Context: an optimization exercise on an open-source flow, tuned for small area and a short achievable clock period. The choices shown serve that exercise and are no tape-out recipe.
At most, simulation tests tie the RTL to the original design; equivalence was not proved.
Function not checked in runs 2 to 8: the RTL went through the layout flow alone.
Power figures rest on the tool's default switching activity, not on a simulated workload.

[flow/run.sh]
#!/bin/bash
# Standard ORFS layout; the only change is that port buffers use the smallest buffer cell.
set -euo pipefail
export BUFFER_PORTS_ARGS="-buffer_cell sky130_fd_sc_hd__buf_1"
bash standard.sh > standard_flow.log 2>&1
[standard.sh]
#!/bin/bash
# synth_recipe.tcl (not shown) runs the flow's synth.tcl, then flattens the netlist and writes it again
# the make line also repeats each setting of config.mk as NAME=value (left out here)
make -C /OpenROAD-flow-scripts/flow DESIGN_CONFIG=/design/flow/config.mk WORK_HOME=/design/flow/orfs CLKGATE_MAP_FILE= SYNTH_SCRIPT=/design/flow/synth_recipe.tcl "${@:-finish}"
[config.mk]
export PLATFORM = sky130hd
export DESIGN_NAME = L1_cache
export DESIGN_NICKNAME = L1_cache
export VERILOG_FILES = /design/flow/design.v
export SDC_FILE = /design/flow/constraint.sdc
export NUM_CORES = 4
export LEC_CHECK = 0
export CAP_MARGIN = 20
export CORE_MARGIN = 2
export CORE_UTILIZATION = 40
export CTS_BUF_LIST = sky130_fd_sc_hd__clkbuf_4 sky130_fd_sc_hd__clkbuf_8
export SETUP_SLACK_MARGIN = 2.15
export SLEW_MARGIN = 20
export SYNTH_HIERARCHICAL = 1
[constraint.sdc]
create_clock -name core_clock -period 6.0 [get_ports {clock}]
set_input_delay 1.2000 -clock core_clock [delete_from_list [all_inputs] [get_ports {clock}]]
set_output_delay 1.2000 -clock core_clock [all_outputs]
set_load 0.01 [all_outputs]
[design.v]
module L1_cache #(
    parameter CTID = 0)
    (
    input logic clock,
    input logic reset,
    input logic [31:0] PCF,                  
    input logic [31:0] addr_rst,             
    input logic [1:0] tid_fetch,             
    input logic [31:0] br_target,            
    input logic [1:0] tid_br,                
    input logic [31:0] l2addr,               
    input logic [1:0] l2_tid,                
    input logic [127:0] l2_line,             
    input logic l2_valid_rsp,                
    output logic br_req,                     
    output logic req_spec,                   
    output logic req_refill,                 
    output logic [31:0] instr                
    );
    logic         active;       
    logic [27:0]  tag;          
    logic [127:0] data;         
    logic         zeroed;       
    genvar gi;
    localparam integer NF = 8;
    logic [NF:0]   tid_ok;      
    logic [NF-1:0] fill_w, fill_wn;
    logic [127:0]  blk;         
    generate
        for (gi = 0; gi <= NF; gi++) begin : g_tid
            if (CTID == 0) begin : g_t0
                L1_nor2 u_tidok (.a(l2_tid[0]), .b(l2_tid[1]), .y(tid_ok[gi]));
            end else begin : g_tn
                assign tid_ok[gi] = (l2_tid == CTID);
            end
        end
        for (gi = 0; gi < NF; gi++) begin : g_fill
            L1_fdec u_fdec (.valid(l2_valid_rsp), .tid_ok(tid_ok[gi]), .f(fill_w[gi]), .fn(fill_wn[gi]));
        end
        for (gi = 0; gi < 128; gi++) begin : g_blk
            L1_sel2 u_blk (.s(fill_w[gi/(128/NF)]), .sn(fill_wn[gi/(128/NF)]), .a(l2_line[gi]), .b(data[gi]), .y(blk[gi]));
        end
    endgenerate
    logic fill, fill_n, tload, thold;
    L1_fdec u_fdec_t (.valid(l2_valid_rsp), .tid_ok(tid_ok[NF]), .f(fill), .fn(fill_n));
    assign tload = fill & ~reset;
    assign thold = fill_n & ~reset;
    logic [27:0] tag_d;
    generate
        for (gi = 0; gi < 28; gi++) begin : g_tag
            L1_sel2 u_tag (.s(tload), .sn(thold), .a(l2addr[gi+4]), .b(tag[gi]), .y(tag_d[gi]));
        end
    endgenerate
    logic [6:0] ne_p, ne_b;
    generate
        for (gi = 0; gi < 7; gi++) begin : g_cmp
            L1_ne4 u_nep (.a(PCF[4*gi+7 -: 4]), .t(tag[4*gi+3 -: 4]), .ne(ne_p[gi]));
            L1_ne4 u_neb (.a(br_target[4*gi+7 -: 4]), .t(tag[4*gi+3 -: 4]), .ne(ne_b[gi]));
        end
    endgenerate
    logic miss_p, ok;
    assign miss_p = |ne_p;
    assign ok     = fill | ~zeroed;             
    localparam integer NH = 4;
    logic       ao_n;
    logic [3:0] pe;
    logic [NH-1:0] hn;
    assign ao_n = ~(active & ok);
    L1_nor2 u_pe0 (.a(ne_p[0]), .b(ne_p[1]), .y(pe[0]));
    L1_nor2 u_pe1 (.a(ne_p[2]), .b(ne_p[3]), .y(pe[1]));
    L1_nor2 u_pe2 (.a(ne_p[4]), .b(ne_p[5]), .y(pe[2]));
    L1_nor2 u_pe3 (.a(ne_p[6]), .b(ao_n),    .y(pe[3]));
    generate
        for (gi = 0; gi < NH; gi++) begin : g_hit
            L1_nand4 u_hn (.a(pe), .y(hn[gi]));
        end
    endgenerate
    localparam integer NW = 2;
    logic [NW:0] nm;
    logic [NW:0][3:0] wsel_c;
    generate
        for (gi = 0; gi <= NW; gi++) begin : g_wdec
            L1_nor2 u_nm (.a(PCF[1]), .b(PCF[0]), .y(nm[gi]));
            L1_wdec u_wdec (.a(PCF[3:2]), .nm(nm[gi]), .s(wsel_c[gi]));
        end
        for (gi = 0; gi < 32; gi++) begin : g_out
            L1_word u_out (.s(wsel_c[gi/(32/NW)]), .d({blk[96+gi], blk[64+gi], blk[32+gi], blk[gi]}), .hn(hn[gi/(32/NH)]), .y(instr[gi]));
        end
    endgenerate
    assign req_spec   = active & ~miss_p & wsel_c[NW][3];
    assign req_refill = active & miss_p;
    assign br_req     = ~active & (tid_br == CTID) & (|ne_b);
    always_ff @(posedge clock) begin
        active <= (tid_fetch == CTID);
        data   <= blk;
        tag    <= tag_d;
        zeroed <= reset | (zeroed & fill_n);
    end
endmodule
module L1_fdec (input logic valid, input logic tid_ok, output logic f, output logic fn);
    assign f  = valid & tid_ok;
    assign fn = ~(valid & tid_ok);
endmodule
module L1_sel2 (input logic s, input logic sn, input logic a, input logic b, output logic y);
    assign y = (s & a) | (sn & b);
endmodule
module L1_ne4 (input logic [3:0] a, input logic [3:0] t, output logic ne);
    assign ne = |(a ^ t);
endmodule
module L1_word (input logic [3:0] s, input logic [3:0] d, input logic hn, output logic y);
    assign y = ~hn & (|(s & d));
endmodule
module L1_nor2 (input logic a, input logic b, output logic y);
    assign y = ~(a | b);
endmodule
module L1_nand4 (input logic [3:0] a, output logic y);
    assign y = ~(&a);
endmodule
module L1_wdec (input logic [1:0] a, input logic nm, output logic [3:0] s);
    assign s[3] = nm &  a[1] &  a[0];
    assign s[2] = nm &  a[1] & ~a[0];
    assign s[1] = nm & ~a[1] &  a[0];
    assign s[0] = ~(nm & (a[1] | a[0]));
endmodule
==> qor.csv, run 1 <==
metric,value,unit
initial core utilization,40.4,%
Critical Path Source Type,primary input,
Setup Skew,0,ns
num rows,45,
Max Cap Violations,0,
ANT cells,0,
die height,127,microns
Num CTS Buffers,17,
via count,5853,
final setup fails,0,
Sequential Power Share,51.4,%
"commonest non-fill, non-tap cells in the layout","buf_1, dfxtp_1, a22o_1",
fin nets,1096,
global-route wire length before repair,30.0,mm
worst endpoint data arrival time,2.60,ns
RSZ-0062 raised after global routing,no,
worst skew pair latency,0.45,ns
Critical Path RT,4.80,ns
worst slew pin tran,0.705,ns
Sum Neg Setup Slack,0,ns
r2r worst-path depth,1,
1st-iter DRT viols,345,
Fin Hold WS,0.471,ns
Mapped Avg Cell Area,11.3,sq um
Clock Tree Buf Depth,2,
LEAKAGE,3.06,nW
largest net degree at the start of global routing,29,
Max rail drop VDD,0.120,mV
"CTS clk-pin slew, worst paths",0.09,ns
Fill cells,1421,
post-route worst setup slack,2.20,ns
Worst Path Max Fanout,9,
Cells after Synth,540,
Min-Delay Path Class,flip-flop to flip-flop,
Synth Net Count,805,
# clock sinks,158,
chip width,127,microns
GPL Wtd Cong,0.885,
worst r2r src,tag[16]$_DFF_P_,
Comb pwr share,15.5,%
relative slew slack,52.9,%
CTS tree,done,
vias in the first global route,5727,
internal power,0.00179,W
antenna violation net count after detailed routing,0,
fin crit share,63.3,%
NetSw,0.000635,W
DP HPWL,14.3,mm
CP endpoint,instr[22],
total track usage,23.8,%
Max Freq,0.263,GHz
CP endpoint kind,output pin,
Via density,5.67,
Sw Ratio,26.2,%
critical path startpoint,l2_tid[1],
Port Buffer Count,259,
pwr dens,303,nW/um^2
total gr overflow,0,
first-pass detailed-route iteration total,4,
clock network power share,33.1,%
status,"complete, no violations",
synthesized cell area,6080,sq um
total wire length,20.6,mm
pre-CTS setup slack,1.55,ns
Tmin final,3.80,ns
post-route DRC violation count,0,
Yosys warning count,7,
H-tree levels,4,
"most common cell after layout, fill and taps aside",buf_1,
root buffer cell,clkbuf_8,
initial antenna violation count,0,
Core Box Area,15000,sq um
Ports,300,
share of cells above drive strength 1,12.3,%
Synth-to-Final Area Change,31.5,%
Die Area,16200,sq um
Final Hold Viols,0,
Max Transition Viols Final,0,
Post-CTS Hold Fix Bufs,0,
WL/cell,20.0,microns
WS Path Type,primary input to output pin,
reg2reg end,tag[16]$_DFF_P_,
Worst R2R Setup Slack,5.33,ns
## layout make-up
class / count / area [sq um] / area share, %
flip-flops and latches: 158 / 3160 / 39.6
multi-input cells: 386 / 3110 / 38.9
repair buffers: 267 / 1080 / 13.5
clock buffers: 20 / 269 / 3.37
well taps: 188 / 235 / 2.94
clock inverters: 12 / 135 / 1.69
inverters: 1 / 3.75 / 0.0470
## metal layers
metal	vias up	share of wire, %	GRT usage, %
li1	2764	-	-
met1	2799	44	30.1
met2	246	47	38.7
met3	44	5.7	5.53
met4	0	3.3	10.9
met5	-	0	0
## registers in the layout, indices dropped and copies added, names as in the netlist
| signal | cells |
|---|---|
| tag | 28 |
| active | 1 |
| data | 128 |
| zeroed | 1 |
## what timing repair did
item,4_1_cts,5_1_grt
setup buffers,4,2
pin swaps,0,5
gates resized for setup,30,53
setup endpoints to repair,32,32
cloned,0,5
## through the flow
step	cell area, sq um	total power [W]	utilization [%]	std cells
2_1_floorplan	6080	0.00149	-	540
3_3_place_gp	7310	0.00160	48.6	989
3_5_place_dp	7310	0.00162	48.6	989
4_1_cts	7790	0.00242	51.8	1025
5_1_grt	7990	0.00253	53.2	1032
6_report	7990	0.00242	53.2	1032
## how the worst min path moves through the flow
stage | from | to | depth (start not counted)
3_3_place_gp | zeroed$_DFF_P_ | zeroed$_DFF_P_ | 1
2_1_floorplan | zeroed$_DFF_P_ | zeroed$_DFF_P_ | 1
6_report | zeroed$_DFF_P_ | zeroed$_DFF_P_ | 1
4_1_cts | data[81]$_DFF_P_ | data[81]$_DFF_P_ | 1
5_1_grt | data[29]$_DFF_P_ | data[29]$_DFF_P_ | 1
3_5_place_dp | data[18]$_DFF_P_ | data[18]$_DFF_P_ | 1
## power groups by stage
| stage | registers, W | logic, W | clock network [W] |
|---|---|---|---|
| 2_1_floorplan | 0.00126 | 0.000233 | 0 |
| 3_3_place_gp | 0.00126 | 0.000339 | 0 |
| 3_5_place_dp | 0.00127 | 0.000353 | 0 |
| 4_1_cts | 0.00125 | 0.000359 | 0.000817 |
| 5_1_grt | 0.00126 | 0.000411 | 0.000862 |
| 6_report | 0.00125 | 0.000376 | 0.000802 |
## critical path: stages
cell and delay (ns):
buf_4 0.17, nor2_2 0.25, and2_2 0.35, a22o_1 0.21
a22oi_1 0.09, a21oi_1 0.17, buf_1 0.16
==> run 2: changes to the inputs <==
==> design.v (replaced) <==
module L1_cache #(
    parameter CTID = 0)
    (
    input logic clock,
    input logic reset,
    input logic [31:0] PCF,                  
    input logic [31:0] addr_rst,             
    input logic [1:0] tid_fetch,             
    input logic [31:0] br_target,            
    input logic [1:0] tid_br,                
    input logic [31:0] l2addr,               
    input logic [1:0] l2_tid,                
    input logic [127:0] l2_line,             
    input logic l2_valid_rsp,                
    output logic br_req,                     
    output logic req_spec,                   
    output logic req_refill,                 
    output logic [31:0] instr                
    );
    localparam integer NF = 8;    
    localparam integer NH = 4;    
    logic         active;       
    logic [27:0]  tag;          
    logic [127:0] data;         
    logic         zeroed;       
    genvar gi;
    logic          tid_ok;      
    assign tid_ok = (l2_tid == CTID);
    logic [NF-1:0] fill_c, fill_cn;
    logic [127:0]  blk;         
    generate
        for (gi = 0; gi < NF; gi++) begin : g_fill
            L1_fdec u_fdec (.valid(l2_valid_rsp), .tid_ok(tid_ok), .f(fill_c[gi]), .fn(fill_cn[gi]));
        end
        for (gi = 0; gi < 128; gi++) begin : g_blk
            L1_sel2 u_blk (.s(fill_c[gi/(128/NF)]), .sn(fill_cn[gi/(128/NF)]), .a(l2_line[gi]), .b(data[gi]), .y(blk[gi]));
        end
    endgenerate
    logic fill, fill_n, tload, thold;
    L1_fdec u_fdec_t (.valid(l2_valid_rsp), .tid_ok(tid_ok), .f(fill), .fn(fill_n));
    assign tload = fill & ~reset;
    assign thold = fill_n & ~reset;
    logic [27:0] tag_d;
    generate
        for (gi = 0; gi < 28; gi++) begin : g_tag
            L1_sel2 u_tag (.s(tload), .sn(thold), .a(l2addr[gi+4]), .b(tag[gi]), .y(tag_d[gi]));
        end
    endgenerate
    logic [6:0] eq_p, eq_b;
    generate
        for (gi = 0; gi < 7; gi++) begin : g_cmp
            L1_eq4 u_eqp (.a(PCF[4*gi+7 -: 4]), .t(tag[4*gi+3 -: 4]), .eq(eq_p[gi]));
            L1_eq4 u_eqb (.a(br_target[4*gi+7 -: 4]), .t(tag[4*gi+3 -: 4]), .eq(eq_b[gi]));
        end
    endgenerate
    logic ao;                                    
    assign ao = active & (fill | ~zeroed);
    logic [NH-1:0] hna, hnb;
    generate
        for (gi = 0; gi < NH; gi++) begin : g_hit
            L1_nand4 u_hna (.a(eq_p[3:0]), .y(hna[gi]));
            L1_nand4 u_hnb (.a({ao, eq_p[6:4]}), .y(hnb[gi]));
        end
    endgenerate
    logic [3:0] wsel;
    assign wsel[3] = (PCF[3:0] == 4'hc);
    assign wsel[2] = (PCF[3:0] == 4'h8);
    assign wsel[1] = (PCF[3:0] == 4'h4);
    assign wsel[0] = ~(wsel[3] | wsel[2] | wsel[1]);
    generate
        for (gi = 0; gi < 32; gi++) begin : g_out
            L1_word u_out (.s(wsel), .d({blk[96+gi], blk[64+gi], blk[32+gi], blk[gi]}),
                           .hna(hna[gi/(32/NH)]), .hnb(hnb[gi/(32/NH)]), .y(instr[gi]));
        end
    endgenerate
    logic hit_p;
    assign hit_p      = &eq_p;
    assign req_spec   = active & hit_p & wsel[3];
    assign req_refill = active & ~hit_p;
    assign br_req     = ~active & (tid_br == CTID) & ~(&eq_b);
    always_ff @(posedge clock) begin
        active <= (tid_fetch == CTID);
        data   <= blk;
        tag    <= tag_d;
        zeroed <= reset | (zeroed & fill_n);
    end
endmodule
module L1_fdec (input logic valid, input logic tid_ok, output logic f, output logic fn);
    assign f  = valid & tid_ok;
    assign fn = ~(valid & tid_ok);
endmodule
module L1_sel2 (input logic s, input logic sn, input logic a, input logic b, output logic y);
    assign y = (s & a) | (sn & b);
endmodule
module L1_eq4 (input logic [3:0] a, input logic [3:0] t, output logic eq);
    assign eq = (a == t);
endmodule
module L1_nand4 (input logic [3:0] a, output logic y);
    assign y = ~(&a);
endmodule
module L1_word (input logic [3:0] s, input logic [3:0] d, input logic hna, input logic hnb, output logic y);
    assign y = ~(hna | hnb) & (|(s & d));
endmodule
--- a/config.mk
+++ b/config.mk
@@ -11,3 +11,3 @@
 export CTS_BUF_LIST = sky130_fd_sc_hd__clkbuf_4 sky130_fd_sc_hd__clkbuf_8
-export SETUP_SLACK_MARGIN = 2.15
+export SETUP_SLACK_MARGIN = 3.0
 export SLEW_MARGIN = 20
==> run 2 against run 1 <==
Compared with the run above:
- largest power group unchanged
- total power is 2.1% higher
- wire length is 3.2% higher
- critical path depth increased by 2
- non-clock buffer count is 24 higher
- largest cell class is now multi-input gates
- critical endpoint is now instr[5]
- utilization increased by 2.2 points
- cell area rose by 8.9%
- cell count up 3.5%
- flip-flop and latch count unchanged
- sequential share of layout area fell by 3.2 points
- via count rose by 1.2%
- critical path type unchanged
==> qor.csv, run 2 <==
metric,value,unit
"CTS clk-pin slew, worst paths",0.09,ns
"most common cell after layout, fill and taps aside",buf_1,
initial core utilization,40.4,%
post-synthesis sequential area ratio,49.8,%
largest net degree at the start of global routing,33,
number of flip-flops in the largest register,128,
H-tree levels,4,
worst skew pair latency,0.44,ns
1st-iter DRT viols,300,
Synth Net Count,793,
status,"complete, no violations",
Worst Path Max Fanout,10,
CTS tree,done,
root buffer cell,clkbuf_8,
initial antenna violation count,0,
Critical Path Source Type,primary input,
Ports,300,
Post-synth EDFFs,0,
Port Buffer Count,259,
worst endpoint data arrival time,2.70,ns
final setup fails,0,
count of different cell masters after synthesis,20,
DP HPWL,15.0,mm
Max Cap Violations,0,
Yosys warning count,7,
Fill cells,1434,
Min-Delay Path Class,flip-flop to flip-flop,
Num CTS Buffers,17,
Tmin final,3.90,ns
Post-synth top cells,"dfxtp_1, a22o_1, a22oi_1, xor2_1, a211oi_2",
Critical Path RT,4.80,ns
num rows,46,
global-route wire length before repair,31.7,mm
Mapped Avg Cell Area,12.0,sq um
via count,5926,
WS Path Type,primary input to output pin,
die height,130,microns
fin area,8700,sq um
Max rail drop VDD,0.143,mV
CP endpoint kind,output pin,
Clock Tree Buf Depth,2,
Core Box Area,15700,sq um
pwr dens,285,nW/um^2
total gr overflow,0,
Cells after Synth,528,
chip width,130,microns
ANT cells,0,
GPL Wtd Cong,0.851,
antenna violation net count after detailed routing,0,
"commonest non-fill, non-tap cells in the layout","buf_1, dfxtp_1, a22o_1",
Die Area,16900,sq um
sequential cell area,3160,sq um
area of the multi-input gates,3490,sq um
total track usage,24.4,%
Synth Flop Type,dfxtp_1,
Finished Core Util,55.4,%
DP Area,7690,sq um
fin crit share,65.0,%
Yosys top cell area share,49.8,%
first-pass detailed-route iteration total,5,
WL/cell,19.9,microns
# clock sinks,158,
Setup Skew,0,ns
total wire length,21.3,mm
LEAKAGE,3.51,nW
dominant cell by count in the synthesized netlist,dfxtp_1,
vias in the first global route,5887,
RSZ-0062 raised after global routing,yes,
largest registers,"data: 128 flops, tag: 28 flops",
PnR Total Power,0.00248,W
Max Transition Viols Final,0,
Synth-to-Final Area Change,37.0,%
Sum Neg Setup Slack,0,ns
Synth Register Bits,158,
ranking of synthesized cells by area,"dfxtp_1, a22o_1, xor2_1",
Post-CTS Hold Fix Bufs,0,
synthesized cell area,6350,sq um
worst slew pin tran,0.709,ns
Fin Hold WS,0.478,ns
post-route DRC violation count,0,
Max Freq,0.256,GHz
fin nets,1104,
Via density,5.55,
top cell type by total area after synthesis,dfxtp_1,
Biggest register,data,
Final Hold Viols,0,
relative slew slack,52.6,%
share of cells above drive strength 1,23.4,%
async set or reset register ratio after synthesis,0,%
-- run 2: changes by cell type in the layout (fill, tap and decap cells not counted), sizes merged, moves of 4 or more --
cell	previous run	this run
and3b	4	0
xor2	0	56
nor4	2	15
clkbuf	31	20
buf	256	289
nand4	18	10
clkinvlp	0	4
and2	14	9
a21oi	32	1
xnor2	56	0
a211oi	0	32
clkinv	8	1
nor2	17	4
inv	3	11
-- run 2: stage by stage --
stage | cells | worst slack (ns)
after floorplan | 528 | 2.13
after global placement | 1007 | 1.43
after detailed placement | 1007 | 1.39
after CTS | 1064 | 2.13
after global routing | 1068 | 2.04
final | 1068 | 2.10
-- run 2: critical path, stage by stage --
cell and delay [ns]:
buf_4 0.19, buf_6 0.19, and2_1 0.14, inv_1 0.07
a21oi_2 0.20, nand4_1 0.13, buf_6 0.19, a211oi_2 0.20
buf_2 0.18
-- run 2: per-layer routing --
metal,up-vias,part of all wire (%),global-route usage (%)
met4,0,2.5,8.22
met5,-,0,0
met1,2845,43,31.6
met2,252,48,39.7
met3,36,6.7,6.68
li1,2793,-,-
-- run 2: logic make-up (layout without fill, tap and decap cells) --
kind of cell,after synthesis,after routing,synth area share [%]
buf+inv,3,327,0.177
flops,158,158,49.8
simple gates,54,54,6.38
xor+xnor,56,56,7.72
compound gates,257,257,35.9
-- run 2: repair_timing --
action,CTS,global route
buffers inserted,24,4
resized for setup,95,21
pin swaps,12,9
gates cloned,1,0
endpoints found under the setup margin,35,35
-- run 2: final timing paths --
kind,slack (ns),cells after the start,to,startpoint
setup / recovery,2.10,9,instr[5],l2_valid_rsp
hold / removal,0.48,1,data[15]$_DFF_P_,data[15]$_DFF_P_
setup reg to reg,5.32,1,tag[22]$_DFF_P_,tag[22]$_DFF_P_
hold reg to reg,0.48,1,data[15]$_DFF_P_,data[15]$_DFF_P_
-- run 2: Yosys stat by module (local to each module, per instance) --
module / flops+latches / times used
L1_cache: 158 / 1
L1_sel2: 0 / 156
L1_eq4: 0 / 14
L1_fdec: 0 / 9
L1_word: 0 / 32
L1_nand4: 0 / 8
-- run 2: where the power goes --
group	total (W)	internal (W)	leakage, nW	switching (W)
sequential	0.00125	0.00120	1.32	0.0000482
clock	0.000827	0.000391	0.205	0.000436
combinational	0.000402	0.000195	1.99	0.000207
-- run 2: layout make-up --
| type | instances | area share, % |
|---|---|---|
| repair inverters | 1 | 0.0863 |
| well taps | 216 | 3.11 |
| repair buffers | 291 | 15.4 |
| clock buffers | 18 | 2.78 |
| inverters | 3 | 0.173 |
| multi-input cells | 367 | 40.2 |
| flip-flops and latches | 158 | 36.4 |
| clock inverters | 14 | 1.96 |
==> run 3: changes to the inputs <==
--- a/config.mk
+++ b/config.mk
@@ -9,3 +9,3 @@
 export CORE_MARGIN = 2
-export CORE_UTILIZATION = 40
+export CORE_UTILIZATION = 60
 export CTS_BUF_LIST = sky130_fd_sc_hd__clkbuf_4 sky130_fd_sc_hd__clkbuf_8
==> run 3 against run 2 <==
Compared with the run above:
- global-route usage up 14 points
- maximum frequency down 1.2%
- die area down 32%
- cell area up 5.6%
- setup slack worse by 0.046 ns
- synthesized area unchanged
- largest cell class unchanged
- highest routed layer unchanged
==> qor.csv, run 3 <==
metric,value,unit
status,"complete, no violations",
worst skew pair latency,0.45,ns
fin cells,1018,
chip width,107,microns
Setup Skew,0,ns
ANT cells,0,
Max Freq,0.254,GHz
reg2reg end,data[56]$_DFF_P_,
Sw Ratio,27.2,%
Num CTS Buffers,17,
Finished Core Util,89.3,%
die height,107,microns
WS Path Type,primary input to output pin,
clock network power share,33.8,%
Clock Tree Buf Depth,2,
via count,6630,
total track usage,38.0,%
# clock sinks,158,
global-route wire length before repair,33.4,mm
initial core utilization,61.8,%
CP endpoint kind,output pin,
largest family of logic cells by synthesized area,compound AO/OA/AOI/OAI gates,
post-synthesis sequential area ratio,49.8,%
Max Cap Violations,0,
NetSw,0.000718,W
Critical Path RT,4.80,ns
"commonest non-fill, non-tap cells in the layout","buf_1, dfxtp_1, a22o_1",
Tmin final,3.94,ns
Worst Path Max Fanout,8,
CTS tree,done,
DP Area,7570,sq um
post-route DRC violation count,0,
WL/cell,23.0,microns
"most common cell after layout, fill and taps aside",buf_1,
initial antenna violation count,0,
Synth Register Bits,158,
worst slew pin tran,0.680,ns
WHS Endpoint,data[53]$_DFF_P_,
post-synthesis adder-cell area fraction,0,%
H-tree levels,4,
Fill cells,459,
LEAKAGE,3.73,nW
top cell type by total area after synthesis,dfxtp_1,
r2r worst-path depth,3,
relative slew slack,54.6,%
Via density,6.51,
largest net degree at the start of global routing,33,
worst r2r src,data[56]$_DFF_P_,
total wire length,23.4,mm
Biggest register,data,
async set or reset register ratio after synthesis,0,%
Post-CTS Hold Fix Bufs,0,
final setup fails,0,
Post-Synth Simple-Gate Area,6.38,%
first-pass detailed-route iteration total,6,
vias in the first global route,6455,
Yosys top cell area share,49.8,%
dominant cell by count in the synthesized netlist,dfxtp_1,
Mapped Avg Cell Area,12.0,sq um
Post-synth top cells,"dfxtp_1, a22o_1, a22oi_1, xor2_1, a211oi_2",
RSZ-0062 raised after global routing,yes,
largest registers,"data: 128 flops, tag: 28 flops",
Synth-to-Final Area Change,44.6,%
fin nets,1134,
ranking of synthesized cells by area,"dfxtp_1, a22o_1, xor2_1",
number of flip-flops in the largest register,128,
Post-Place Cells,926,
root buffer cell,clkbuf_8,
Max Transition Viols Final,0,
synthesized cell area,6350,sq um
DP HPWL,13.7,mm
Worst R2R Setup Slack,5.11,ns
mux share of post-synthesis cell area,0,%
"CTS clk-pin slew, worst paths",0.08,ns
fin area,9180,sq um
Core Box Area,10300,sq um
Final Hold Viols,0,
total gr overflow,0,
Cells after Synth,528,
count of different cell masters after synthesis,20,
1st-iter DRT viols,897,
share of cells above drive strength 1,29.7,%
HP Start,data[53]$_DFF_P_,
Synth Net Count,793,
Post-synth EDFFs,0,
GPL Wtd Cong,0.863,
internal power,0.00192,W
fin crit share,65.7,%
Port Buffer Count,259,
Synth Flop Type,dfxtp_1,
worst hold stages,1,
antenna violation net count after detailed routing,0,
pwr dens,287,nW/um^2
Critical Path Source Type,primary input,
Synth Area in XOR/XNOR,7.72,%
Sum Neg Setup Slack,0,ns
Max rail drop VDD,0.208,mV
Die Area,11400,sq um
Ports,300,
Sequential Power Share,47.6,%
num rows,37,
Synth Area in Compound Gates,35.9,%
worst endpoint data arrival time,2.74,ns
Min-Delay Path Class,flip-flop to flip-flop,
Yosys warning count,7,
Comb pwr share,18.6,%
## run 3: cell count changes in the layout (fill, tap and decap cells not counted), sizes merged
cell | previous run | this run
and2 | 9 | 14
clkbuf | 20 | 21
bufinv | 2 | 4
nand2 | 9 | 11
clkinv | 1 | 5
inv | 11 | 3
buf | 289 | 313
## run 3: repair_timing
item                       CTS  global route
resized for setup          142            38
pin swaps                   43            60
setup endpoints to repair   35            35
setup buffers               31            19
gates cloned                 9             1
## run 3: critical path, cell delays in order
cell,delay (ns)
buf_6,0.10
nor2_4,0.17
buf_12,0.15
buf_16,0.13
buf_8,0.13
nand2_8,0.08
a22o_1,0.24
a22oi_1,0.27
a211oi_2,0.11
buf_2,0.17
## run 3: worst max-delay path by stage
| stage | startpoint | end | depth (start not counted) |
|---|---|---|---|
| 2_1_floorplan | PCF[1] | instr[0] | 3 |
| 3_3_place_gp | l2_valid_rsp | instr[27] | 7 |
| 3_5_place_dp | l2_valid_rsp | instr[18] | 7 |
| 4_1_cts | l2_tid[0] | instr[17] | 9 |
| 5_1_grt | l2_tid[1] | instr[2] | 10 |
| 6_report | l2_tid[1] | instr[2] | 10 |
## run 3: layout make-up
class                      count  area (sq um)  area share [%]
multi-input combinational    374          3770            41.1
sequential                   158          3160            34.4
timing repair buffer         314          1600            17.4
clock buffer                  20           269            2.93
clock inverter                12           184            2.00
tap                          136           170            1.85
inverter                       3          17.5           0.191
timing repair inverter         1          7.51          0.0818
## run 3: metrics by stage
step / total power (W) / hold WS, ns / setup WS, ns
2_1_floorplan: 0.00149 / 0.426 / 2.13
3_3_place_gp: 0.00160 / 0.436 / 1.46
3_5_place_dp: 0.00162 / 0.441 / 1.40
4_1_cts: 0.00256 / 0.477 / 2.16
5_1_grt: 0.00272 / 0.488 / 2.02
6_report: 0.00264 / 0.479 / 2.06
## run 3: routing by layer
layer,routed length [microns],GRT usage [%]
met3,2340,9.79
met2,11300,63.1
met5,0,0
met4,1100,18.3
met1,8590,45.9
## run 3: logic make-up (layout without fill, tap and decap cells)
kind of cell | Yosys count | count (layout)
compound gates | 257 | 257
xor+xnor | 56 | 56
buf+inv | 3 | 350
flops | 158 | 158
simple gates | 54 | 61
## run 3: power by group through the flow
stage,clock (W),sequential (W),combinational (W)
detailed placement,0,0.00127,0.000354
finish,0.000890,0.00126,0.000489
global route,0.000933,0.00127,0.000517
CTS,0.000888,0.00125,0.000430
floorplan,0,0.00126,0.000238
global placement,0,0.00126,0.000336
## run 3: per-module statistics from Yosys (local to each module, per instance)
module    times used  cells  flip-flops and latches  cell area [sq um]
L1_cache           1    180                     158               3300
L1_eq4            14      5                       0               47.5
L1_word           32      3                       0               27.5
L1_nand4           8      1                       0               6.26
L1_fdec            9      2                       0               10.0
L1_sel2          156      1                       0               8.76
==> run 4: changes to the inputs <==
--- a/design.v
+++ b/design.v
@@ -24,3 +24,3 @@
     logic [127:0] data;         
-    logic         zeroed;       
+    logic         rst_q;        
     genvar gi;
@@ -32,3 +32,3 @@
         for (gi = 0; gi < NF; gi++) begin : g_fill
-            L1_fdec u_fdec (.valid(l2_valid_rsp), .tid_ok(tid_ok), .f(fill_c[gi]), .fn(fill_cn[gi]));
+            L1_fdec u_fdec (.valid(l2_valid_rsp), .tid_ok(tid_ok), .clr(rst_q), .f(fill_c[gi]), .fn(fill_cn[gi]));
         end
@@ -39,3 +39,3 @@
     logic fill, fill_n, tload, thold;
-    L1_fdec u_fdec_t (.valid(l2_valid_rsp), .tid_ok(tid_ok), .f(fill), .fn(fill_n));
+    L1_fdec u_fdec_t (.valid(l2_valid_rsp), .tid_ok(tid_ok), .clr(1'b0), .f(fill), .fn(fill_n));
     assign tload = fill & ~reset;
@@ -55,4 +55,2 @@
     endgenerate
-    logic ao;                                    
-    assign ao = active & (fill | ~zeroed);
     logic [NH-1:0] hna, hnb;
@@ -61,3 +59,3 @@
             L1_nand4 u_hna (.a(eq_p[3:0]), .y(hna[gi]));
-            L1_nand4 u_hnb (.a({ao, eq_p[6:4]}), .y(hnb[gi]));
+            L1_nand4 u_hnb (.a({active, eq_p[6:4]}), .y(hnb[gi]));
         end
@@ -84,8 +82,8 @@
         tag    <= tag_d;
-        zeroed <= reset | (zeroed & fill_n);
+        rst_q  <= reset;
     end
 endmodule
-module L1_fdec (input logic valid, input logic tid_ok, output logic f, output logic fn);
+module L1_fdec (input logic valid, input logic tid_ok, input logic clr, output logic f, output logic fn);
     assign f  = valid & tid_ok;
-    assign fn = ~(valid & tid_ok);
+    assign fn = ~((valid & tid_ok) | clr);
 endmodule
--- a/config.mk
+++ b/config.mk
@@ -9,3 +9,3 @@
 export CORE_MARGIN = 2
-export CORE_UTILIZATION = 60
+export CORE_UTILIZATION = 40
 export CTS_BUF_LIST = sky130_fd_sc_hd__clkbuf_4 sky130_fd_sc_hd__clkbuf_8
==> run 4 against run 3 <==
Compared with the run above:
- sequential power is 11% lower
- register-to-register slack worse by 0.44 ns
- flip-flop and latch count stayed put
- synthesized cell count is 0.38% lower
- critical path depth is 2 lower
- critical path type unchanged
- critical endpoint is now instr[26]
==> qor.csv, run 4 <==
metric,value,unit
critical path startpoint,PCF[24],
DP Area,7740,sq um
Cells after Synth,526,
1st-iter DRT viols,394,
count of different cell masters after synthesis,19,
H-tree levels,4,
relative slew slack,53.5,%
Max Cap Violations,0,
CP cell instances,clkbuf_2 -> xor2_2 -> nor4_4 -> buf_4 -> nand4_1 -> buf_6 -> a211oi_2 -> buf_2,
worst slew pin tran,0.696,ns
num rows,46,
Sum Neg Setup Slack,0,ns
worst r2r src,rst_q$_DFF_P_,
largest net degree at the start of global routing,33,
status,"complete, no violations",
pwr dens,256,nW/um^2
Post-synth EDFFs,0,
final setup fails,0,
number of flip-flops in the largest register,128,
antenna violation net count after detailed routing,0,
Die Area,16900,sq um
ranking of synthesized cells by area,"dfxtp_1, a22o_1, xor2_1",
RSZ-0062 raised after global routing,yes,
Synth Flop Type,dfxtp_1,
Synth Register Bits,158,
Yosys warning count,7,
Ports,300,
post-route DRC violation count,0,
CP max stage cell,nor4_4,
Crit path max-delay family,buffers and inverters,
dominant cell by count in the synthesized netlist,dfxtp_1,
Post-synth top cells,"dfxtp_1, a22o_1, a22oi_1, xor2_1, a211oi_2",
ANT cells,0,
clock network power share,39.9,%
fin cells,1082,
root buffer cell,clkbuf_8,
CP endpoint kind,output pin,
CTS tree,done,
worst skew pair latency,0.44,ns
share of cells above drive strength 1,27.3,%
Sequential Power Share,48.0,%
HP Start,data[34]$_DFF_P_,
Post-Place Cells,1013,
LEAKAGE,3.39,nW
"commonest non-fill, non-tap cells in the layout","buf_1, dfxtp_1, a22o_1",
Num CTS Buffers,17,
via count,6011,
Post-CTS Hold Fix Bufs,0,
Clock Tree Buf Depth,2,
largest stage delay on the critical path,0.30,ns
first-pass detailed-route iteration total,4,
total wire length,22.1,mm
Core Box Area,15700,sq um
fin crit share,64.0,%
WL/cell,20.4,microns
Max Freq,0.261,GHz
async set or reset register ratio after synthesis,0,%
PnR Total Power,0.00233,W
Critical Path Source Type,primary input,
initial antenna violation count,0,
global-route wire length before repair,33.2,mm
DP HPWL,15.3,mm
total gr overflow,0,
Fin Hold WS,0.476,ns
synthesized cell area,6350,sq um
Critical Path RT,4.80,ns
# clock sinks,158,
Worst Path Max Fanout,8,
Sw Ratio,25.5,%
NetSw,0.000594,W
Max rail drop VDD,0.126,mV
chip width,130,microns
internal power,0.00174,W
initial core utilization,40.4,%
Comb pwr share,12.1,%
Setup Skew,0.0122,ns
fin nets,1118,
GPL Wtd Cong,0.834,
"CTS clk-pin slew, worst paths",0.07,ns
vias in the first global route,6152,
Via density,5.56,
Bufs and invs on worst path,4,
Port Buffer Count,259,
worst endpoint data arrival time,2.64,ns
Yosys top cell area share,49.8,%
"most common cell after layout, fill and taps aside",buf_1,
top cell type by total area after synthesis,dfxtp_1,
largest registers,"data: 128 flops, tag: 28 flops",
fin area,9120,sq um
Mapped Avg Cell Area,12.1,sq um
total track usage,25.8,%
Final Hold Viols,0,
Biggest register,data,
post-synthesis sequential area ratio,49.8,%
Tmin final,3.84,ns
die height,130,microns
Max Transition Viols Final,0,
Synth Net Count,791,
Synth-to-Final Area Change,43.6,%
Min-Delay Path Class,flip-flop to flip-flop,
WS Path Type,primary input to output pin,
-- run 4: changes by cell type after synthesis --
cell and delta:
nand2_1 -9, a21oi_1 +8, a21o_1 -1, conb_1 +1, inv_1 -1, nor2_1 -1
nor2b_1 +1
-- run 4: through the flow --
stage,util [%],setup WS [ns]
2_1_floorplan,-,2.13
3_3_place_gp,49.2,1.41
3_5_place_dp,49.3,1.37
4_1_cts,57.7,2.14
5_1_grt,58.1,2.10
6_report,58.1,2.16
-- run 4: kinds of logic (layout without fill, tap and decap cells) --
logic type      Yosys count  count (layout)  synth area share (%)
other cells               1               1                0.0590
compound gates          264             264                  36.4
simple gates             45              47                  5.89
xor+xnor                 56              56                  7.72
flops                   158             158                  49.8
buf+inv                   2             340                 0.118
-- run 4: worst paths after layout --
kind                                          to  slack [ns]  cells after the start
worst min register to register  data[34]$_DFF_P_        0.48                      1
worst max register to register  data[58]$_DFF_P_        4.67                      4
worst max-delay path                   instr[26]        2.16                      8
worst min-delay path            data[34]$_DFF_P_        0.48                      1
-- run 4: worst reg2reg max path, cell delays in order (launching register included) --
cell     delay, ns
dfxtp_1       0.62
a21oi_4       0.08
buf_6         0.17
a22o_1        0.23
buf_4         0.13
-- run 4: per-module statistics from Yosys, one instance, submodules excluded --
module / flops+latches / times used
L1_cache: 158 / 1
L1_eq4: 0 / 14
L1_word: 0 / 32
L1_fdec: 0 / 9
L1_sel2: 0 / 156
L1_nand4: 0 / 8
-- run 4: per-layer routing --
metal / GRT usage [%] / part of all wire, % / vias to the layer above
met5: 0 / 0 / -
met3: 5.45 / 6.9 / 42
met4: 9.99 / 3.0 / 0
met2: 42.1 / 48 / 258
met1: 33.6 / 42 / 2887
li1: - / - / 2824
-- run 4: cell type report --
cell class	instances	area (sq um)
Clock buffer	18	241
Clock inverter	14	228
Inverter	2	11.3
Tap cell	216	270
Multi-Input combinational cell	368	3640
Timing Repair Buffer	306	1560
Fill cell	1419	6590
Sequential cell	158	3160
-- run 4: power groups by stage --
stage | clock, W | combinational (W) | sequential [W]
global route | 0.000992 | 0.000305 | 0.00112
CTS | 0.000950 | 0.000278 | 0.00112
detailed placement | 0 | 0.000230 | 0.00114
finish | 0.000931 | 0.000283 | 0.00112
floorplan | 0 | 0.000123 | 0.00114
global placement | 0 | 0.000221 | 0.00114
-- run 4: what timing repair did --
| action | CTS | global route |
|---|---|---|
| resized for setup | 146 | 16 |
| setup endpoints to repair | 35 | 35 |
| pin swaps | 52 | 26 |
| setup buffers | 30 | 2 |
| endpoints found under the hold margin | 0 | 0 |
| cloned | 5 | 0 |
==> run 5: changes to the inputs <==
--- a/config.mk
+++ b/config.mk
@@ -14 +14,2 @@
 export SYNTH_HIERARCHICAL = 1
+export TNS_END_PERCENT = 5
==> run 5 against run 4 <==
Compared with the run above:
- largest cell class unchanged
- first-iteration DRC count grew 24%
- combinational power is essentially flat
- critical path depth grew 1
- register-to-register slack lost 0.09 ns
==> qor.csv, run 5 <==
metric,value,unit
post-route DRC violation count,0,
pre-CTS setup slack,1.36,ns
chip width,130,microns
"commonest non-fill, non-tap cells in the layout","buf_1, dfxtp_1, a22o_1",
"CTS clk-pin slew, worst paths",0.09,ns
H-tree levels,4,
synthesized cell area,6350,sq um
dominant cell by count in the synthesized netlist,dfxtp_1,
Sequential Power Share,51.5,%
Yosys top cell area share,49.8,%
clock network power share,35.5,%
fin area,8940,sq um
internal power,0.00160,W
share of cells above drive strength 1,23.8,%
Final Hold Viols,0,
Synth-to-Final Area Change,40.8,%
DP Area,7750,sq um
worst skew pair latency,0.45,ns
antenna violation net count after detailed routing,0,
LEAKAGE,3.22,nW
total wire length,22.4,mm
Critical Path RT,4.80,ns
total gr overflow,0,
Finished Core Util,56.9,%
final setup fails,0,
number of flip-flops in the largest register,128,
top cell type by total area after synthesis,dfxtp_1,
Max rail drop VDD,0.115,mV
vias in the first global route,6001,
initial antenna violation count,0,
first-pass detailed-route iteration total,5,
Clock Tree Buf Depth,2,
Via density,5.61,
Core Box Area,15700,sq um
global-route wire length before repair,32.6,mm
Cells after Synth,526,
Max Cap Violations,0,
RSZ-0062 raised after global routing,yes,
worst slew pin tran,0.705,ns
total track usage,25.5,%
Setup Skew,0.0106,ns
largest family of logic cells by synthesized area,compound AO/OA/AOI/OAI gates,
"most common cell after layout, fill and taps aside",buf_1,
Port Buffer Count,259,
fin cells,1084,
Worst R2R Setup Slack,4.58,ns
Worst Path Max Fanout,8,
post-synthesis adder-cell area fraction,0,%
status,"complete, no violations",
count of different cell masters after synthesis,19,
Post-CTS Hold Fix Bufs,0,
Yosys warning count,7,
ANT cells,0,
initial core utilization,40.4,%
die height,130,microns
Num CTS Buffers,17,
CTS tree,done,
ranking of synthesized cells by area,"dfxtp_1, a22o_1, xor2_1",
WS Path Type,primary input to output pin,
GPL Wtd Cong,0.840,
via count,6086,
fin crit share,64.9,%
post-route worst setup slack,2.11,ns
CP endpoint kind,output pin,
Min-Delay Path Class,flip-flop to flip-flop,
Biggest register,data,
Post-Synth Simple-Gate Area,5.89,%
largest registers,"data: 128 flops, tag: 28 flops",
Sum Neg Setup Slack,0,ns
mux share of post-synthesis cell area,0,%
Synth Net Count,791,
post-synthesis sequential area ratio,49.8,%
Post-synth EDFFs,0,
Max Transition Viols Final,0,
Max Freq,0.257,GHz
Ports,300,
worst endpoint data arrival time,2.69,ns
WL/cell,20.7,microns
Synth Area in Compound Gates,36.4,%
DP HPWL,15.0,mm
1st-iter DRT viols,489,
Sw Ratio,26.6,%
Tmin final,3.89,ns
Mapped Avg Cell Area,12.1,sq um
pwr dens,243,nW/um^2
fin nets,1120,
Synth Register Bits,158,
# clock sinks,158,
Synth Area in XOR/XNOR,7.72,%
NetSw,0.000578,W
Synth Flop Type,dfxtp_1,
root buffer cell,clkbuf_8,
Post-Place Cells,1015,
Post-synth top cells,"dfxtp_1, a22o_1, a22oi_1, xor2_1, a211oi_2",
Fill cells,1439,
Critical Path Source Type,primary input,
relative slew slack,52.9,%
async set or reset register ratio after synthesis,0,%
largest net degree at the start of global routing,29,
Die Area,16900,sq um
num rows,46,
Comb pwr share,13.0,%
-- run 5: cell types whose count changed in the layout (fill, tap and decap cells not counted), moves of 5 or more --
cell and delta:
buf_2 -26, buf_1 +19, a22oi_2 -11, xor2_2 -5, buf_6 -12, a22oi_1 +11, clkbuf_2 +9
-- run 5: through the flow --
step	hold slack (ns)	total power, W
2_1_floorplan	0.440	0.00126
3_3_place_gp	0.452	0.00136
3_5_place_dp	0.452	0.00137
4_1_cts	0.478	0.00217
5_1_grt	0.487	0.00226
6_report	0.474	0.00217
-- run 5: path summary, 6_finish.rpt --
check / cells after the start / start / to
max: 9 / l2_tid[1] / instr[5]
min: 1 / data[8]$_DFF_P_ / data[8]$_DFF_P_
min reg2reg: 1 / data[8]$_DFF_P_ / data[8]$_DFF_P_
max reg2reg: 4 / rst_q$_DFF_P_ / data[69]$_DFF_P_
-- run 5: layer usage --
metal	GRT usage [%]	routed length, microns	up-vias
li1	-	-	2849
met2	41.0	10700	275
met5	0	0	-
met3	6.68	1520	37
met4	8.48	506	0
met1	33.4	9690	2925
-- run 5: modules after synthesis, one instance, submodules excluded --
module | cells inside | times used | cell area (sq um) | flops+latches
L1_fdec | 2 | 9 | 11.3 | 0
L1_cache | 178 | 1 | 3290 | 158
L1_eq4 | 5 | 14 | 47.5 | 0
L1_sel2 | 1 | 156 | 8.76 | 0
L1_word | 3 | 32 | 27.5 | 0
L1_nand4 | 1 | 8 | 6.26 | 0
-- run 5: cells by family (layout without fill, tap and decap cells) --
| family | Yosys count | in the layout |
|---|---|---|
| flops | 158 | 158 |
| simple gates | 45 | 53 |
| xor+xnor | 56 | 56 |
| other cells | 1 | 1 |
| buf+inv | 2 | 335 |
| compound gates | 264 | 265 |
-- run 5: what timing repair did --
action / CTS / global route
setup buffers: 18 / 3
cloned: 12 / 4
setup endpoints to repair: 35 / 35
hold endpoints to repair: 0 / 0
gates resized for setup: 84 / 47
pin swaps: 12 / 12
-- run 5: final cells by class --
class	instances	area (sq um)	area share [%]
well taps	216	270	3.02
clock buffers	21	283	3.16
inverters	2	11.3	0.126
clock inverters	11	108	1.20
repair inverters	1	7.51	0.0839
flip-flops and latches	158	3160	35.4
repair buffers	300	1440	16.1
multi-input cells	375	3660	40.9
-- run 5: worst max-delay path, stage by stage --
cell      delay, ns
buf_12         0.11
nor2_4         0.18
buf_12         0.17
a21oi_4        0.08
buf_6          0.17
a22o_1         0.21
a22oi_2        0.29
a211oi_4       0.11
buf_2          0.16
-- run 5: power by group through the flow --
| stage | logic (W) | clock network (W) | registers, W |
|---|---|---|---|
| after floorplan | 0.000123 | 0 | 0.00114 |
| after global placement | 0.000222 | 0 | 0.00114 |
| after detailed placement | 0.000229 | 0 | 0.00114 |
| after CTS | 0.000266 | 0.000787 | 0.00112 |
| after global routing | 0.000303 | 0.000831 | 0.00112 |
| final | 0.000282 | 0.000772 | 0.00112 |
==> run 6: changes to the inputs <==
--- a/config.mk
+++ b/config.mk
@@ -11,5 +11,4 @@
 export CTS_BUF_LIST = sky130_fd_sc_hd__clkbuf_4 sky130_fd_sc_hd__clkbuf_8
-export SETUP_SLACK_MARGIN = 3.0
+export SETUP_SLACK_MARGIN = 2.3
 export SLEW_MARGIN = 20
 export SYNTH_HIERARCHICAL = 1
-export TNS_END_PERCENT = 5
==> run 6 against run 5 <==
Compared with the run above:
- still clean
- largest power group unchanged
- utilization up 1.3 points
- clock power up 4.3%
- wire length fell by 0.64%
- non-clock buffer count up 14
- largest cell class unchanged
- synthesized cell count unchanged
==> qor.csv, run 6 <==
metric,value,unit
status,"complete, no violations",
Core Box Area,15700,sq um
Synth Net Count,791,
Setup Skew,0.00796,ns
DP HPWL,15.1,mm
# clock sinks,158,
Worst R2R Setup Slack,4.53,ns
WP depth,11,
total track usage,25.7,%
Post-synth top cells,"dfxtp_1, a22o_1, a22oi_1, xor2_1, a211oi_2",
Post-CTS Hold Fix Bufs,0,
root buffer cell,clkbuf_8,
Yosys warning count,7,
RSZ-0062 raised after global routing,yes,
Max Cap Violations,0,
sequential cell area,3160,sq um
WL/cell,20.4,microns
Mapped Avg Cell Area,12.1,sq um
LEAKAGE,3.40,nW
area of the multi-input gates,3660,sq um
Critical Path RT,4.80,ns
CTS tree,done,
Max Transition Viols Final,0,
"most common cell after layout, fill and taps aside",buf_1,
Crit path max-delay family,buffers and inverters,
Die Area,16900,sq um
Tmin final,3.89,ns
ANT cells,0,
Fill cells,1383,
final setup fails,0,
Final Hold Viols,0,
largest net degree at the start of global routing,33,
post-synthesis sequential area ratio,49.8,%
largest registers,"data: 128 flops, tag: 28 flops",
Port Buffer Count,259,
synthesized cell area,6350,sq um
CP endpoint,instr[1],
first-pass detailed-route iteration total,5,
Post-synth EDFFs,0,
Worst Path Max Fanout,8,
Max Freq,0.257,GHz
Critical Path Source Type,primary input,
die height,130,microns
pwr dens,242,nW/um^2
Num CTS Buffers,17,
total wire length,22.2,mm
Via density,5.54,
antenna violation net count after detailed routing,0,
CP cell instances,buf_6 -> nor2_4 -> buf_12 -> buf_6 -> a21oi_2 -> buf_6 -> buf_12 -> a22o_4 -> a22oi_2 -> a211oi_2 -> buf_2,
async set or reset register ratio after synthesis,0,%
number of flip-flops in the largest register,128,
Yosys top cell area share,49.8,%
Min-Delay Path Class,flip-flop to flip-flop,
CP endpoint kind,output pin,
fin crit share,64.9,%
Sum Neg Setup Slack,0,ns
Cells after Synth,526,
global-route wire length before repair,32.9,mm
worst skew pair latency,0.45,ns
share of cells above drive strength 1,27.6,%
Bufs and invs on worst path,6,
"commonest non-fill, non-tap cells in the layout","buf_1, dfxtp_1, a22o_1",
r2r worst-path depth,5,
worst slew pin tran,0.717,ns
Clock Tree Buf Depth,2,
fin nets,1129,
critical path startpoint,l2_tid[1],
vias in the first global route,6115,
reg2reg end,data[32]$_DFF_P_,
"CTS clk-pin slew, worst paths",0.09,ns
num rows,46,
Synth-to-Final Area Change,44.2,%
CP max stage cell,a22o_4,
largest stage delay on the critical path,0.22,ns
HP Start,data[86]$_DFF_P_,
Synth Flop Type,dfxtp_1,
post-route DRC violation count,0,
H-tree levels,4,
via count,6050,
worst endpoint data arrival time,2.69,ns
WS Path Type,primary input to output pin,
chip width,130,microns
GPL Wtd Cong,0.817,
initial core utilization,40.4,%
worst r2r src,rst_q$_DFF_P_,
initial antenna violation count,0,
Ports,300,
most common cell type on the critical path,buf_6,
dominant cell by count in the synthesized netlist,dfxtp_1,
relative slew slack,52.1,%
total gr overflow,0,
1st-iter DRT viols,376,
Max rail drop VDD,0.128,mV
ranking of synthesized cells by area,"dfxtp_1, a22o_1, xor2_1",
count of different cell masters after synthesis,19,
Synth Register Bits,158,
Biggest register,data,
Fin Hold WS,0.479,ns
top cell type by total area after synthesis,dfxtp_1,
-- run 6: cell types whose count changed in the layout (fill, tap and decap cells not counted), sizes merged, moves of 2 or more --
cell	change
and2	-2
buf	+23
clkbuf	-12
clkinv	-4
inv	+5
nor2	-2
-- run 6: worst min path at each step --
stage / slack, ns / endpoint / cells past startpoint
detailed placement: 0.45 / data[65]$_DFF_P_ / 1
CTS: 0.48 / data[40]$_DFF_P_ / 1
global route: 0.49 / data[86]$_DFF_P_ / 1
finish: 0.48 / data[86]$_DFF_P_ / 1
global placement: 0.45 / data[80]$_DFF_P_ / 1
floorplan: 0.44 / data[32]$_DFF_P_ / 1
-- run 6: cell type report --
cell class              count  area share [%]
multi-input cells         370            40.0
flip-flops and latches    158            34.5
repair buffers            314            18.0
well taps                 216            2.95
clock buffers              18            2.64
clock inverters            14            1.71
inverters                   2           0.123
repair inverters            1          0.0820
-- run 6: metal layers --
metal / global-route usage (%) / up-vias / routed length [microns] / part of all wire [%]
met2: 41.4 / 268 / 10700 / 48
met3: 5.49 / 37 / 1510 / 6.8
met5: 0 / - / 0 / 0
li1: - / 2853 / - / -
met4: 9.87 / 0 / 608 / 2.7
met1: 34.0 / 2892 / 9410 / 42
-- run 6: stage by stage --
step           std cells  power [W]  worst slack [ns]  utilization (%)  area (sq um)
6_report            1093    0.00222              2.11             58.3          9160
5_1_grt             1093    0.00231              2.04             58.3          9160
4_1_cts             1091    0.00223              2.13             57.3          9000
3_5_place_dp        1014    0.00137              1.33             49.3          7750
3_3_place_gp        1013    0.00136              1.39             49.2          7720
2_1_floorplan        526    0.00126              2.13                -          6390
-- run 6: report_power, final --
part | internal (W) | total, W | switching [W]
combinational | 0.000139 | 0.000294 | 0.000155
sequential | 0.00110 | 0.00112 | 0.0000206
clock | 0.000383 | 0.000805 | 0.000422
total | 0.00162 | 0.00222 | 0.000597
-- run 6: Yosys stat by module (local to each module, per instance) --
module	flip-flops and latches	cells
L1_word	0	3
L1_sel2	0	1
L1_eq4	0	5
L1_fdec	0	2
L1_nand4	0	1
L1_cache	158	178
-- run 6: repair_timing --
item | 4_1_cts | 5_1_grt
setup endpoints to repair | 34 | 34
pin swaps | 33 | 31
buffers inserted | 35 | 2
resized for setup | 123 | 43
cloned | 10 | 0
-- run 6: cells by family after synthesis --
group	synth area share (%)
compound gates	36.4
other cells	0.0590
xor+xnor	7.72
flops	49.8
buf+inv	0.118
simple gates	5.89
==> run 7: changes to the inputs <==
--- a/config.mk
+++ b/config.mk
@@ -11,3 +11,2 @@
 export CTS_BUF_LIST = sky130_fd_sc_hd__clkbuf_4 sky130_fd_sc_hd__clkbuf_8
-export SETUP_SLACK_MARGIN = 2.3
 export SLEW_MARGIN = 20
==> run 7 against run 6 <==
Compared with the run above:
- still clean
- critical path type unchanged
- critical endpoint is now instr[10]
- hold slack lost 0.0027 ns
- die area is the same
- cell area shrank 12%
- critical path depth shrank 5
- largest cell class unchanged
- first-iteration DRC count grew 1.3%
- non-clock buffer count shrank 43
- synthesized cell count is the same
==> qor.csv, run 7 <==
metric,value,unit
status,"complete, no violations",
met2 Use GR,37.4,%
"most common cell after layout, fill and taps aside",buf_1,
Tmin final,4.59,ns
async set or reset register ratio after synthesis,0,%
largest net degree at the start of global routing,33,
Yosys warning count,7,
post-route worst setup slack,1.42,ns
post-CTS setup buffer count,0,
root buffer cell,clkbuf_8,
vias in the first global route,5748,
Synth Register Bits,158,
PnR Total Power,0.00208,W
met1 usage,30.9,%
Ports,300,
cts repair resizes,0,
area of the multi-input gates,3210,sq um
DP Area,7700,sq um
synthesized cell area,6350,sq um
# clock sinks,158,
Crit path max-delay family,buffers and inverters,
largest registers,"data: 128 flops, tag: 28 flops",
r2r worst-path depth,3,
final setup fails,0,
Num CTS Buffers,17,
relative slew slack,30.4,%
Clock Tree Buf Depth,2,
share of cells above drive strength 1,11.6,%
CP max stage cell,inv_1,
initial core utilization,40.4,%
Sum Neg Setup Slack,0,ns
Critical Path RT,4.80,ns
worst slew pin tran,1.04,ns
H-tree levels,4,
CP cell instances,buf_1 -> nand4bb_1 -> inv_1 -> a22oi_1 -> a211oi_2 -> buf_1,
total gr overflow,0,
worst hold stages,1,
largest stage delay on the critical path,0.86,ns
"CTS clk-pin slew, worst paths",0.08,ns
CP endpoint kind,output pin,
dominant cell by count in the synthesized netlist,dfxtp_1,
CTS tree,done,
Final Hold Viols,0,
Max Transition Viols Final,0,
WL/cell,19.6,microns
HP Start,data[124]$_DFF_P_,
Critical Path Source Type,primary input,
via count,5768,
1st-iter DRT viols,381,
first-pass detailed-route iteration total,5,
post-route DRC violation count,0,
Setup Skew,0.00891,ns
Worst R2R Setup Slack,4.81,ns
worst skew pair latency,0.45,ns
ANT cells,0,
global routing met3 resource utilization,5.74,%
busiest layer in global routing,met2,
worst r2r src,rst_q$_DFF_P_,
Post-CTS Hold Fix Bufs,0,
Max Freq,0.218,GHz
fin crit share,76.4,%
Post-synth top cells,"dfxtp_1, a22o_1, a22oi_1, xor2_1, a211oi_2",
Synth Flop Type,dfxtp_1,
Worst Path Max Fanout,32,
GPL Wtd Cong,0.848,
post-synthesis sequential area ratio,49.8,%
fin area,8080,sq um
Max Cap Violations,0,
Core Box Area,15700,sq um
Min-Delay Path Class,flip-flop to flip-flop,
reg2reg end,data[37]$_DFF_P_,
Cells after Synth,526,
sequential cell area,3160,sq um
antenna violation net count after detailed routing,0,
Synth-to-Final Area Change,27.3,%
die height,130,microns
Post-synth EDFFs,0,
Max rail drop VDD,0.115,mV
ranking of synthesized cells by area,"dfxtp_1, a22o_1, xor2_1",
fin nets,1081,
total track usage,23.5,%
global-route wire length before repair,30.3,mm
WHS Endpoint,data[124]$_DFF_P_,
Bufs and invs on worst path,3,
pwr dens,258,nW/um^2
Fill cells,1491,
num rows,46,
Die Area,16900,sq um
pre-CTS setup slack,1.39,ns
Fin Hold WS,0.476,ns
WS Path Type,primary input to output pin,
LEAKAGE,2.87,nW
worst endpoint data arrival time,3.39,ns
Yosys top cell area share,49.8,%
DP HPWL,14.8,mm
total wire length,20.4,mm
count of different cell masters after synthesis,19,
Via density,5.52,
most common cell type on the critical path,buf_1,
chip width,130,microns
"commonest non-fill, non-tap cells in the layout","buf_1, dfxtp_1, a22o_1",
Mapped Avg Cell Area,12.1,sq um
Synth Net Count,791,
Port Buffer Count,259,
number of flip-flops in the largest register,128,
initial antenna violation count,0,
top cell type by total area after synthesis,dfxtp_1,
Biggest register,data,
RSZ-0062 raised after global routing,no,
## run 7: through the flow
step	instances	util (%)
final	1045	51.4
after global routing	1045	51.4
after CTS	1045	51.4
after detailed placement	1013	49.0
after global placement	1013	49.0
after floorplan	526	-
## run 7: worst register-to-register path: stages, from the launching register on
cell and delay (ns):
dfxtp_1 0.52, a21oi_1 0.07, buf_4 0.23, a22o_1 0.25
## run 7: worst max path at each step
stage               cells after the start   start         to
finish                                  6  PCF[0]  instr[10]
global route                            6  PCF[8]  instr[29]
CTS                                     6  PCF[8]  instr[29]
detailed placement                      6  PCF[8]  instr[29]
global placement                        6  PCF[8]  instr[29]
floorplan                               3  PCF[2]   instr[0]
## run 7: final cells by class
cell class / count / share of cell area, %
Multi-Input combinational cell: 366 / 39.7
Timing Repair Buffer: 271 / 13.1
Tap cell: 216 / 3.34
Inverter: 2 / 0.0929
Sequential cell: 158 / 39.1
Clock buffer: 22 / 3.59
Clock inverter: 10 / 0.975
## run 7: routing by layer
layer	vias up	part of all wire, %
li1	2753	-
met1	2748	44
met2	239	47
met3	28	6.7
met4	0	2.4
met5	-	0
## run 7: Yosys stat by module (local to each module, per instance)
| module | cell area (sq um) | flip-flops and latches |
|---|---|---|
| L1_fdec | 11.3 | 0 |
| L1_sel2 | 8.76 | 0 |
| L1_word | 27.5 | 0 |
| L1_eq4 | 47.5 | 0 |
| L1_nand4 | 6.26 | 0 |
| L1_cache | 3290 | 158 |
## run 7: logic make-up (layout without fill, tap and decap cells)
logic type             after synthesis  after routing  share of synthesized area (%)
AO/OA/AOI/OAI                      264            264                           36.4
buffers and inverters                2            305                          0.118
flip-flops                         158            158                           49.8
AND/OR/NAND/NOR                     45             45                           5.89
other                                1              1                         0.0590
XOR/XNOR                            56             56                           7.72
## run 7: power by group
part | internal (W) | switching, W | total [W]
logic | 0.000102 | 0.000127 | 0.000229
clock network | 0.000334 | 0.000401 | 0.000735
registers | 0.00110 | 0.0000193 | 0.00112
total | 0.00153 | 0.000548 | 0.00208
==> run 8: changes to the inputs <==
--- a/design.v
+++ b/design.v
@@ -48,6 +48,10 @@
     endgenerate
-    logic [6:0] eq_p, eq_b;
+    logic [13:0] ne2_p;
+    logic [6:0]  eq_p, eq_b;
     generate
+        for (gi = 0; gi < 14; gi++) begin : g_cmpp
+            L1_ne2 u_ne2 (.a(PCF[2*gi+5 -: 2]), .t(tag[2*gi+1 -: 2]), .ne(ne2_p[gi]));
+        end
         for (gi = 0; gi < 7; gi++) begin : g_cmp
-            L1_eq4 u_eqp (.a(PCF[4*gi+7 -: 4]), .t(tag[4*gi+3 -: 4]), .eq(eq_p[gi]));
+            L1_nor2 u_eqp (.a(ne2_p[2*gi]), .b(ne2_p[2*gi+1]), .y(eq_p[gi]));
             L1_eq4 u_eqb (.a(br_target[4*gi+7 -: 4]), .t(tag[4*gi+3 -: 4]), .eq(eq_b[gi]));
@@ -63,9 +67,10 @@
     logic [3:0] wsel;
+    logic [NH-1:0][3:0] wsel_c;
     assign wsel[3] = (PCF[3:0] == 4'hc);
-    assign wsel[2] = (PCF[3:0] == 4'h8);
-    assign wsel[1] = (PCF[3:0] == 4'h4);
-    assign wsel[0] = ~(wsel[3] | wsel[2] | wsel[1]);
     generate
+        for (gi = 0; gi < NH; gi++) begin : g_wdec
+            L1_wdec u_wdec (.a(PCF[3:0]), .s(wsel_c[gi]));
+        end
         for (gi = 0; gi < 32; gi++) begin : g_out
-            L1_word u_out (.s(wsel), .d({blk[96+gi], blk[64+gi], blk[32+gi], blk[gi]}),
+            L1_word u_out (.s(wsel_c[gi/(32/NH)]), .d({blk[96+gi], blk[64+gi], blk[32+gi], blk[gi]}),
                            .hna(hna[gi/(32/NH)]), .hnb(hnb[gi/(32/NH)]), .y(instr[gi]));
@@ -92,2 +97,14 @@
 endmodule
+module L1_ne2 (input logic [1:0] a, input logic [1:0] t, output logic ne);
+    assign ne = |(a ^ t);
+endmodule
+module L1_nor2 (input logic a, input logic b, output logic y);
+    assign y = ~(a | b);
+endmodule
+module L1_wdec (input logic [3:0] a, output logic [3:0] s);
+    assign s[3] = (a == 4'hc);
+    assign s[2] = (a == 4'h8);
+    assign s[1] = (a == 4'h4);
+    assign s[0] = ~(s[3] | s[2] | s[1]);
+endmodule
 module L1_eq4 (input logic [3:0] a, input logic [3:0] t, output logic eq);
--- a/config.mk
+++ b/config.mk
@@ -11,2 +11,3 @@
 export CTS_BUF_LIST = sky130_fd_sc_hd__clkbuf_4 sky130_fd_sc_hd__clkbuf_8
+export SETUP_SLACK_MARGIN = 3.0
 export SLEW_MARGIN = 20
==> run 8 against run 7 <==
Compared with the run above:
- synthesized area up 1.4%
- clock skew up 0.00059 ns
- utilization up 8.7 points
- still clean
- largest power group unchanged
==> qor.csv, run 8 <==
metric,value,unit
Max Transition Viols Final,0,
via count,6178,
fin area,9520,sq um
worst slew pin tran,0.872,ns
top cell type by total area after synthesis,dfxtp_1,
final setup fails,0,
DP Area,7960,sq um
fin cells,1108,
relative slew slack,41.8,%
worst skew pair latency,0.45,ns
CP endpoint kind,output pin,
number of flip-flops in the largest register,128,
Max rail drop VDD,0.140,mV
first-pass detailed-route iteration total,6,
Max Cap Violations,0,
Biggest register,data,
reg2reg end,data[63]$_DFF_P_,
synthesized cell area,6440,sq um
pwr dens,233,nW/um^2
initial core utilization,40.7,%
r2r worst-path depth,4,
Post-synth top cells,"dfxtp_1, a22o_1, a22oi_1, a211oi_2",
Final Hold Viols,0,
WS Path Type,primary input to output pin,
share of cells above drive strength 1,31.2,%
Mapped Avg Cell Area,11.6,sq um
CP max stage cell,a211oi_2,
chip width,131,microns
initial antenna violation count,0,
LEAKAGE,3.42,nW
Synth Flop Type,dfxtp_1,
DP HPWL,15.8,mm
global-route wire length before repair,31.8,mm
largest stage delay on the critical path,0.26,ns
worst r2r src,rst_q$_DFF_P_,
Port Buffer Count,259,
RSZ-0062 raised after global routing,yes,
Sum Neg Setup Slack,0,ns
PnR Total Power,0.00222,W
Core Box Area,15800,sq um
Worst R2R Setup Slack,4.37,ns
"most common cell after layout, fill and taps aside",buf_1,
largest net degree at the start of global routing,29,
count of different cell masters after synthesis,21,
total gr overflow,0,
post-synthesis sequential area ratio,49.1,%
Clock Tree Buf Depth,2,
Synth Net Count,820,
GPL Wtd Cong,0.878,
Post-synth EDFFs,0,
Cells after Synth,555,
Yosys top cell area share,49.1,%
vias in the first global route,5795,
"CTS clk-pin slew, worst paths",0.08,ns
Post-CTS Hold Fix Bufs,0,
post-route DRC violation count,0,
worst endpoint data arrival time,2.72,ns
async set or reset register ratio after synthesis,0,%
root buffer cell,clkbuf_8,
die height,131,microns
status,"complete, no violations",
Worst Path Max Fanout,8,
Ports,300,
# clock sinks,158,
CTS tree,done,
Setup Skew,0.00949,ns
total wire length,22.5,mm
WL/cell,20.3,microns
fin crit share,65.3,%
"commonest non-fill, non-tap cells in the layout","buf_1, dfxtp_1, a22o_1",
Yosys warning count,7,
Synth-to-Final Area Change,47.9,%
Die Area,17100,sq um
total track usage,24.4,%
critical path startpoint,l2_tid[0],
ranking of synthesized cells by area,"dfxtp_1, a22o_1, a22oi_1",
dominant cell by count in the synthesized netlist,dfxtp_1,
Via density,5.58,
Num CTS Buffers,17,
Tmin final,3.92,ns
Max Freq,0.255,GHz
largest registers,"data: 128 flops, tag: 28 flops",
fin nets,1144,
Min-Delay Path Class,flip-flop to flip-flop,
CP endpoint,instr[5],
Critical Path RT,4.80,ns
Synth Register Bits,158,
Critical Path Source Type,primary input,
antenna violation net count after detailed routing,0,
H-tree levels,4,
CP cell instances,buf_6 -> nor2_4 -> buf_6 -> buf_12 -> buf_6 -> a21oi_4 -> clkbuf_16 -> a22o_1 -> a22oi_2 -> a211oi_2 -> buf_2,
num rows,46,
1st-iter DRT viols,284,
Post-Place Cells,1030,
most common cell type on the critical path,buf_6,
run 8: cell families (layout without fill, tap and decap cells):
kind of cell | Yosys count | count (layout) | share of synthesized area, %
compound gates | 267 | 267 | 36.1
flops | 158 | 158 | 49.1
simple gates | 73 | 80 | 7.07
xor+xnor | 56 | 56 | 7.62
other cells | 1 | 2 | 0.0582
buf+inv | 0 | 329 | 0
run 8: Yosys stat by module, one instance, submodules excluded:
module	cells inside	area, sq um	copies in the design	flip-flops and latches
L1_word	3	27.5	32	0
L1_sel2	1	8.76	156	0
L1_cache	173	3250	1	158
L1_fdec	2	11.3	9	0
L1_nor2	1	3.75	7	0
L1_eq4	5	47.5	7	0
L1_nand4	1	6.26	8	0
L1_ne2	3	21.3	14	0
L1_wdec	5	32.5	4	0
run 8: through the flow:
stage                     util (%)  hold slack [ns]  setup WS [ns]
after floorplan                  -            0.440           2.44
after global routing          60.2            0.487           2.02
final                         60.2            0.476           2.08
after global placement        50.2            0.451           1.51
after detailed placement      50.3            0.453           1.49
after CTS                     56.8            0.478           2.12
run 8: worst min-delay path by stage:
stage | from | end | slack [ns] | cells after the start
2_1_floorplan | data[32]$_DFF_P_ | data[32]$_DFF_P_ | 0.44 | 1
3_3_place_gp | data[118]$_DFF_P_ | data[118]$_DFF_P_ | 0.45 | 1
3_5_place_dp | data[110]$_DFF_P_ | data[110]$_DFF_P_ | 0.45 | 1
4_1_cts | data[21]$_DFF_P_ | data[21]$_DFF_P_ | 0.48 | 1
5_1_grt | data[115]$_DFF_P_ | data[115]$_DFF_P_ | 0.49 | 1
6_report | data[13]$_DFF_P_ | data[13]$_DFF_P_ | 0.48 | 1
run 8: power breakdown:
group          switching (W)  internal, W
logic               0.000170     0.000157
registers          0.0000231      0.00110
clock network       0.000423     0.000347
run 8: final cells by class:
| type | count | area [sq um] |
|---|---|---|
| diodes | 1 | 2.50 |
| clock buffers | 18 | 248 |
| clock inverters | 13 | 133 |
| fillers | 1409 | 6300 |
| multi-input cells | 404 | 4160 |
| flip-flops and latches | 158 | 3160 |
| well taps | 216 | 270 |
| repair buffers | 298 | 1540 |
run 8: critical path: cells and delay by family:
kind,cells,cell delay (ns)
AO/OA/AOI/OAI,4,0.69
buffers and inverters,6,0.80
AND/OR/NAND/NOR,1,0.03
run 8: layer usage:
metal | GRT usage (%) | share of wire [%]
met1 | 32.1 | 43
met2 | 39.9 | 49
met4 | 7.70 | 1.7
met5 | 0 | 0
met3 | 5.86 | 6.4
run 8: repair_timing:
| item | in CTS | in global routing |
|---|---|---|
| pin swaps | 19 | 24 |
| endpoints found under the setup margin | 35 | 35 |
| setup buffers | 32 | 3 |
| cloned | 0 | 11 |
| resized for setup | 94 | 88 |

Check on run 8: ideal ports give 2.081 ns setup slack; a clkbuf_16 on the clock port and buf_2 on the inputs give 2.036 ns; moving port delays by the midpoint clock arrival (0.486 ns) as well gives 2.036 ns.
